This is an optimization exercise on Yosys and OpenROAD, whose aim is small area, a short achievable clock period and few clock cycles, not a production implementation. Power is estimated from default activity; no workload was simulated.

== 09-07 ==
==> module axi_stream_insert_header, before the edit <==
module axi_stream_insert_header #(
	parameter DATA_WD 		= 32,
	parameter DATA_BYTE_WD 	= DATA_WD / 8,
	parameter BYTE_CNT_WD 	= $clog2(DATA_BYTE_WD)
) (
	input clk,
	input rst_n,
	input 							valid_in,
	input 	[DATA_WD-1 : 0] 		data_in,
	input 	[DATA_BYTE_WD-1 : 0] 	keep_in,
	input 							last_in,
	output 							ready_in,
	output 							valid_out,
	output 	[DATA_WD-1 : 0] 		data_out,
	output 	[DATA_BYTE_WD-1:0] 		keep_out,
	output 							last_out,
	input 							ready_out,
	input 							valid_insert,
	input 	[DATA_WD-1 : 0] 		header_insert,
	input 	[DATA_BYTE_WD-1 : 0] 	keep_insert,
	input 	[BYTE_CNT_WD : 0] 		byte_insert_cnt,
	output 							ready_insert
);
	reg			e;			 
	reg			fl;			 
	reg			pend;		 
	reg	[3:0]	m;			 
	reg	[31:0]	rem;
	wire		ne		= ~e;
	wire		nfl		= ~fl;
	wire		strm	= ~e & ~fl & ~pend;
	wire		owed	= pend | fl;
	wire [2:0]	nq		= ~(m[2:0] & {nfl, nfl, 1'b1});	 
	wire [2:1]	fk		= rem[25:24];	 
	wire		np1		= fl & ~fk[1];
	wire		np2		= fl & ~fk[2];
	wire [2:0]	nv;
	ahi_a21oi u_nv0 (.a1(m[1]), .a2(keep_in[0]), .b1(pend), .y(nv[0]));
	ahi_nand2 u_nv1 (.a(m[2]), .b(keep_in[1]), .y(nv[1]));
	ahi_nand2 u_nv2 (.a(m[3]), .b(keep_in[2]), .y(nv[2]));
	wire		ri_x, ri_y, ri_b;
	ahi_nand4 u_ri_x (.a(nv[0]), .b(nv[1]), .c(nv[2]), .d(valid_in), .y(ri_x));
	ahi_nand2 u_ri_y (.a(ready_out), .b(last_in), .y(ri_y));
	ahi_nand2 u_ri_b (.a(ready_out), .b(fl), .y(ri_b));
	ahi_o211ai u_ri (.a1(ri_x), .a2(ri_y), .b1(ne), .c1(ri_b), .y(ready_insert));
	wire		lz;
	ahi_nand4 u_lz (.a(nv[0]), .b(nv[1]), .c(nv[2]), .d(last_in), .y(lz));
	ahi_nand2 u_last (.a(nfl), .b(lz), .y(last_out));
	ahi_and2 u_rin (.a(ready_out), .b(strm), .y(ready_in));
	ahi_a21o u_vout (.a1(valid_in), .a2(ne), .b1(owed), .y(valid_out));
	assign keep_out[3] = 1'b1;
	wire [2:0]	kt;
	ahi_nor2 u_kt2 (.a(nq[0]), .b(keep_in[2]), .y(kt[2]));
	ahi_o22ai u_kt1 (.a1(nq[0]), .a2(keep_in[1]), .b1(nq[1]), .b2(keep_in[2]), .y(kt[1]));
	ahi_o222ai u_kt0 (.a1(nq[0]), .a2(keep_in[0]), .b1(nq[1]), .b2(keep_in[1]), .c1(nq[2]), .c2(keep_in[2]), .y(kt[0]));
	ahi_a21oi u_k2 (.a1(last_in), .a2(kt[2]), .b1(np2), .y(keep_out[2]));
	ahi_a21oi u_k1 (.a1(last_in), .a2(kt[1]), .b1(np1), .y(keep_out[1]));
	ahi_a21oi u_k0 (.a1(last_in), .a2(kt[0]), .b1(fl), .y(keep_out[0]));
	wire [63:0]	win		= {rem, data_in};
	wire [4:0]	sel		= {pend, m};
	genvar gj;
	generate
		for (gj = 0; gj < 16; gj = gj + 1) begin : g_lo
			wire t01, t23, t4;
			ahi_a22oi u_t01 (.a1(sel[0]), .a2(win[gj]), .b1(sel[1]), .b2(win[gj + 8]), .y(t01));
			ahi_a22oi u_t23 (.a1(sel[2]), .a2(win[gj + 16]), .b1(sel[3]), .b2(win[gj + 24]), .y(t23));
			ahi_nand2 u_t4 (.a(sel[4]), .b(win[gj + 32]), .y(t4));
			ahi_nand3 u_o (.a(t01), .b(t23), .c(t4), .y(data_out[gj]));
		end
		for (gj = 16; gj < 24; gj = gj + 1) begin : g_l2
			wire td, tr;
			ahi_a22oi u_td (.a1(sel[0]), .a2(win[gj]), .b1(sel[1]), .b2(win[gj + 8]), .y(td));
			ahi_a222oi u_tr (.a1(sel[2]), .a2(win[gj + 16]), .b1(sel[3]), .b2(win[gj + 24]),
							 .c1(sel[4]), .c2(win[gj + 32]), .y(tr));
			ahi_nand2 u_o (.a(td), .b(tr), .y(data_out[gj]));
		end
		for (gj = 24; gj < 32; gj = gj + 1) begin : g_l3
			wire td, tr;
			ahi_a22oi u_td (.a1(sel[0]), .a2(win[gj]), .b1(sel[4]), .b2(win[gj + 32]), .y(td));
			ahi_a222oi u_tr (.a1(sel[1]), .a2(win[gj + 8]), .b1(sel[2]), .b2(win[gj + 16]),
							 .c1(sel[3]), .c2(win[gj + 24]), .y(tr));
			ahi_nand2 u_o (.a(td), .b(tr), .y(data_out[gj]));
		end
	endgenerate
	wire		take_h	= valid_insert & ready_insert;
	wire		take_d	= valid_in & ready_in;
	wire		hs		= valid_out & ready_out;
	always @(posedge clk or negedge rst_n) begin
		if (!rst_n) begin
			e		<= 1'b1;
			fl		<= 1'b0;
			pend	<= 1'b0;
			m		<= 4'd0;
		end else if (take_h) begin
			e		<= 1'b0;
			fl		<= 1'b0;
			pend	<= keep_insert[3];
			m		<= {keep_insert[2] & ~keep_insert[3], keep_insert[1] & ~keep_insert[2],
						~keep_insert[1], 1'b0};
		end else if (hs) begin
			if (fl | strm & ~lz) begin
				e		<= 1'b1;
				fl		<= 1'b0;
			end else if (pend) begin
				pend	<= 1'b0;
				m		<= 4'b0001;
			end else if (last_in) begin
				fl		<= 1'b1;
			end
		end
	end
	wire		en		= e | ready_out & (fl | pend | valid_in);
	wire		hsel	= e | fl | ~lz;
	genvar gr;
	wire		ld_h	= en & hsel;
	wire		ld_d	= en & ~hsel;
	wire		hold	= ~en;
	wire [23:0]	rn;
	generate
		for (gr = 0; gr < 24; gr = gr + 1) begin : g_rem
			ahi_a222oi u_rn (.a1(ld_h), .a2(header_insert[gr]), .b1(ld_d), .b2(data_in[gr]),
							 .c1(hold), .c2(rem[gr]), .y(rn[gr]));
		end
	endgenerate
	wire [2:1]	fk_new	= {m[2] & keep_in[0] | m[3] & keep_in[1], m[3] & keep_in[0]};
	always @(posedge clk) begin
		rem[23:0]	<= ~rn;
		if (en) begin
			rem[31:26]	<= header_insert[31:26];
			rem[25:24]	<= hsel ? header_insert[25:24] : fk_new;
		end
	end
endmodule
Settings: LEC_CHECK=0, CAP_MARGIN=20, CORE_MARGIN=2, CORE_UTILIZATION=30, SETUP_SLACK_MARGIN=2.5, SLEW_MARGIN=20, SYNTH_HIERARCHICAL=1, SYNTH_MINIMUM_KEEP_SIZE=0, TNS_END_PERCENT=0; clock period 5.0 ns.
standard.sh (not shown) runs the stock make flow with config.mk's settings and CLKGATE_MAP_FILE= SYNTH_SCRIPT=/design/flow/synth_recipe.tcl, a recipe that flattens the netlist after the stock synthesis.
==> flow/flow/run.sh <==
#!/bin/bash
# The standard layout (standard.sh), with three changes:
# - the port buffers are buf_1 cells (every input and output port still gets
#   its own buffer);
# - the clock tree has no dummy balancing loads;
# - after the standard synthesis, every cell is set to its smallest drive
#   strength (flow/downsize.tcl); repair during placement sizes up again.
# Each tool's output goes to a log file of its own in this folder.
set -euo pipefail
ARGS=("BUFFER_PORTS_ARGS=-buffer_cell sky130_fd_sc_hd__buf_1"
      "CTS_ARGS=-sink_clustering_enable -repair_clock_nets -dont_use_dummy_load")
bash standard.sh "${ARGS[@]}" synth > synth.log 2>&1
R=orfs/results/${FLOW_PLATFORM:-sky130hd}/axi_stream_insert_header/base
cp $R/1_synth.odb $R/1_synth_standard.odb
DS_IN=$R/1_synth_standard.odb DS_OUT=$R/1_synth.odb openroad -no_init -exit flow/downsize.tcl > downsize.log 2>&1
bash standard.sh "${ARGS[@]}" finish > layout.log 2>&1
==> flow/flow/downsize.tcl <==
# Swap every cell of the synthesized netlist to the smallest drive strength
# of the same cell (same function and pins); placement and timing repair
# size them up again where needed. Registers keep their cell type.
read_db $::env(DS_IN)
set db [ord::get_db]
set best [dict create]
foreach lib [$db getLibs] {
  foreach m [$lib getMasters] {
    set n [$m getName]
    if {[regexp {^(sky130_fd_sc_hd__[a-z0-9]+)_(\d+)$} $n -> base sz]} {
      set a [expr {[$m getWidth] * [$m getHeight]}]
      if {![dict exists $best $base] || $a < [lindex [dict get $best $base] 1]} {
        dict set best $base [list $m $a]
      }
    }
  }
}
set n 0
foreach inst [[ord::get_db_block] getInsts] {
  set m [$inst getMaster]
  if {[regexp {^(sky130_fd_sc_hd__[a-z0-9]+)_(\d+)$} [$m getName] -> base sz]} {
    set b [lindex [dict get $best $base] 0]
    if {[$b getName] ne [$m getName]} {
      $inst swapMaster $b
      incr n
    }
  }
}
puts "downsized $n cells"
write_db $::env(DS_OUT)
Every stage of the flow completed for 09-07, and the final layout passed the timing, DRC and antenna checks.
Setup changes, 09-07 to 11-17
diff --git a/flow/design.v b/flow/design.v
--- a/flow/design.v
+++ b/flow/design.v
@@ -38,10 +38,10 @@
 	ahi_a21oi u_nv0 (.a1(m[1]), .a2(keep_in[0]), .b1(pend), .y(nv[0]));
 	ahi_nand2 u_nv1 (.a(m[2]), .b(keep_in[1]), .y(nv[1]));
 	ahi_nand2 u_nv2 (.a(m[3]), .b(keep_in[2]), .y(nv[2]));
 	wire		ri_x, ri_y, ri_b;
-	ahi_nand4 u_ri_x (.a(nv[0]), .b(nv[1]), .c(nv[2]), .d(valid_in), .y(ri_x));
-	ahi_nand2 u_ri_y (.a(ready_out), .b(last_in), .y(ri_y));
+	ahi_nand3 u_ri_x (.a(nv[0]), .b(nv[1]), .c(nv[2]), .y(ri_x));
+	ahi_nand3 u_ri_y (.a(ready_out), .b(last_in), .c(valid_in), .y(ri_y));
 	ahi_nand2 u_ri_b (.a(ready_out), .b(fl), .y(ri_b));
 	ahi_o211ai u_ri (.a1(ri_x), .a2(ri_y), .b1(ne), .c1(ri_b), .y(ready_insert));
 	wire		lz;
 	ahi_nand4 u_lz (.a(nv[0]), .b(nv[1]), .c(nv[2]), .d(last_in), .y(lz));
@@ -81,11 +81,12 @@
 							 .c1(sel[3]), .c2(win[gj + 24]), .y(tr));
 			ahi_nand2 u_o (.a(td), .b(tr), .y(data_out[gj]));
 		end
 	endgenerate
-	wire		take_h	= valid_insert & ready_insert;
-	wire		take_d	= valid_in & ready_in;
-	wire		hs		= valid_out & ready_out;
+	wire		fit_i	= ~pend & ~(m[1] & keep_in[0] | m[2] & keep_in[1] | m[3] & keep_in[2]);
+	wire		lf		= last_in & fit_i;
+	wire		take_h	= valid_insert & (e | ready_out & (fl | valid_in & lf));
+	wire		hs		= ready_out & (owed | ~e & valid_in);
 	always @(posedge clk or negedge rst_n) begin
 		if (!rst_n) begin
 			e		<= 1'b1;
 			fl		<= 1'b0;
@@ -97,9 +98,9 @@
 			pend	<= keep_insert[3];
 			m		<= {keep_insert[2] & ~keep_insert[3], keep_insert[1] & ~keep_insert[2],
 						~keep_insert[1], 1'b0};
 		end else if (hs) begin
-			if (fl | strm & ~lz) begin
+			if (fl | strm & lf) begin
 				e		<= 1'b1;
 				fl		<= 1'b0;
 			end else if (pend) begin
 				pend	<= 1'b0;
@@ -109,9 +110,9 @@
 			end
 		end
 	end
 	wire		en		= e | ready_out & (fl | pend | valid_in);
-	wire		hsel	= e | fl | ~lz;
+	wire		hsel	= e | fl | lf;
 	genvar gr;
 	wire		ld_h	= en & hsel;
 	wire		ld_d	= en & ~hsel;
 	wire		hold	= ~en;
11-17 did not stop at any stage, and its layout met the timing, DRC and antenna checks. Number of logic stages on the critical path including buffering essentially unchanged between 09-07 and 11-17. Diff 09-07 -> 11-17 | non-clock buffer count | down by a few percent. Diff 09-07 and 11-17: clock power share higher in 09-07. Combinational power in 11-17 is about 9% higher than in 09-07. Of 09-07 and 11-17, 09-07 shows the lower netlist area before placement, with 11-17 above it. 11-17 vs 09-07 on number of nets in the synthesized netlist: 11-17 is the higher one. Relative to 09-07, area added between synthesis and finish decreased by 0.66 points in 11-17. On via count, 09-07 beats 11-17. On met2 usage: between 09-07 and 11-17, it ends up lower for 11-17.
No functional check of the RTL was part of any run of this note.

-- separate check: timing with driven ports --
How much do the figures lean on ideal ports? The routed layouts below were timed once more, with nothing changed but the port constraints. Step 1, drivers: a clkbuf_16 drives clk and a buf_2 each remaining input, both assumed. Step 2 moves the port delays by t, midway between the first and last clock arrival at a register: inputs arrive t later, outputs are due t later. That takes back most of the time a late clock gives input paths. Slacks: ideal ports / drivers / drivers and shift; pairs: ideal ports / drivers.
run | shift t [ns] | setup slack, ns | worst setup path at the end | clock arrival spread, ns | worst slew at a driven data input, ns
09-07 | 0.307 | 2.260 / 2.214 / 2.104 | input to register | 0.013 / 0.012 | 0.06
11-17 | 0.312 | 2.380 / 2.337 / 2.211 | input to register | 0.014 / 0.013 | 0.06
After both steps every run listed still meets setup and hold. For 11-17, which loses most, drivers alone change the setup slack by -0.043 ns; drivers and shift together by -0.169 ns.
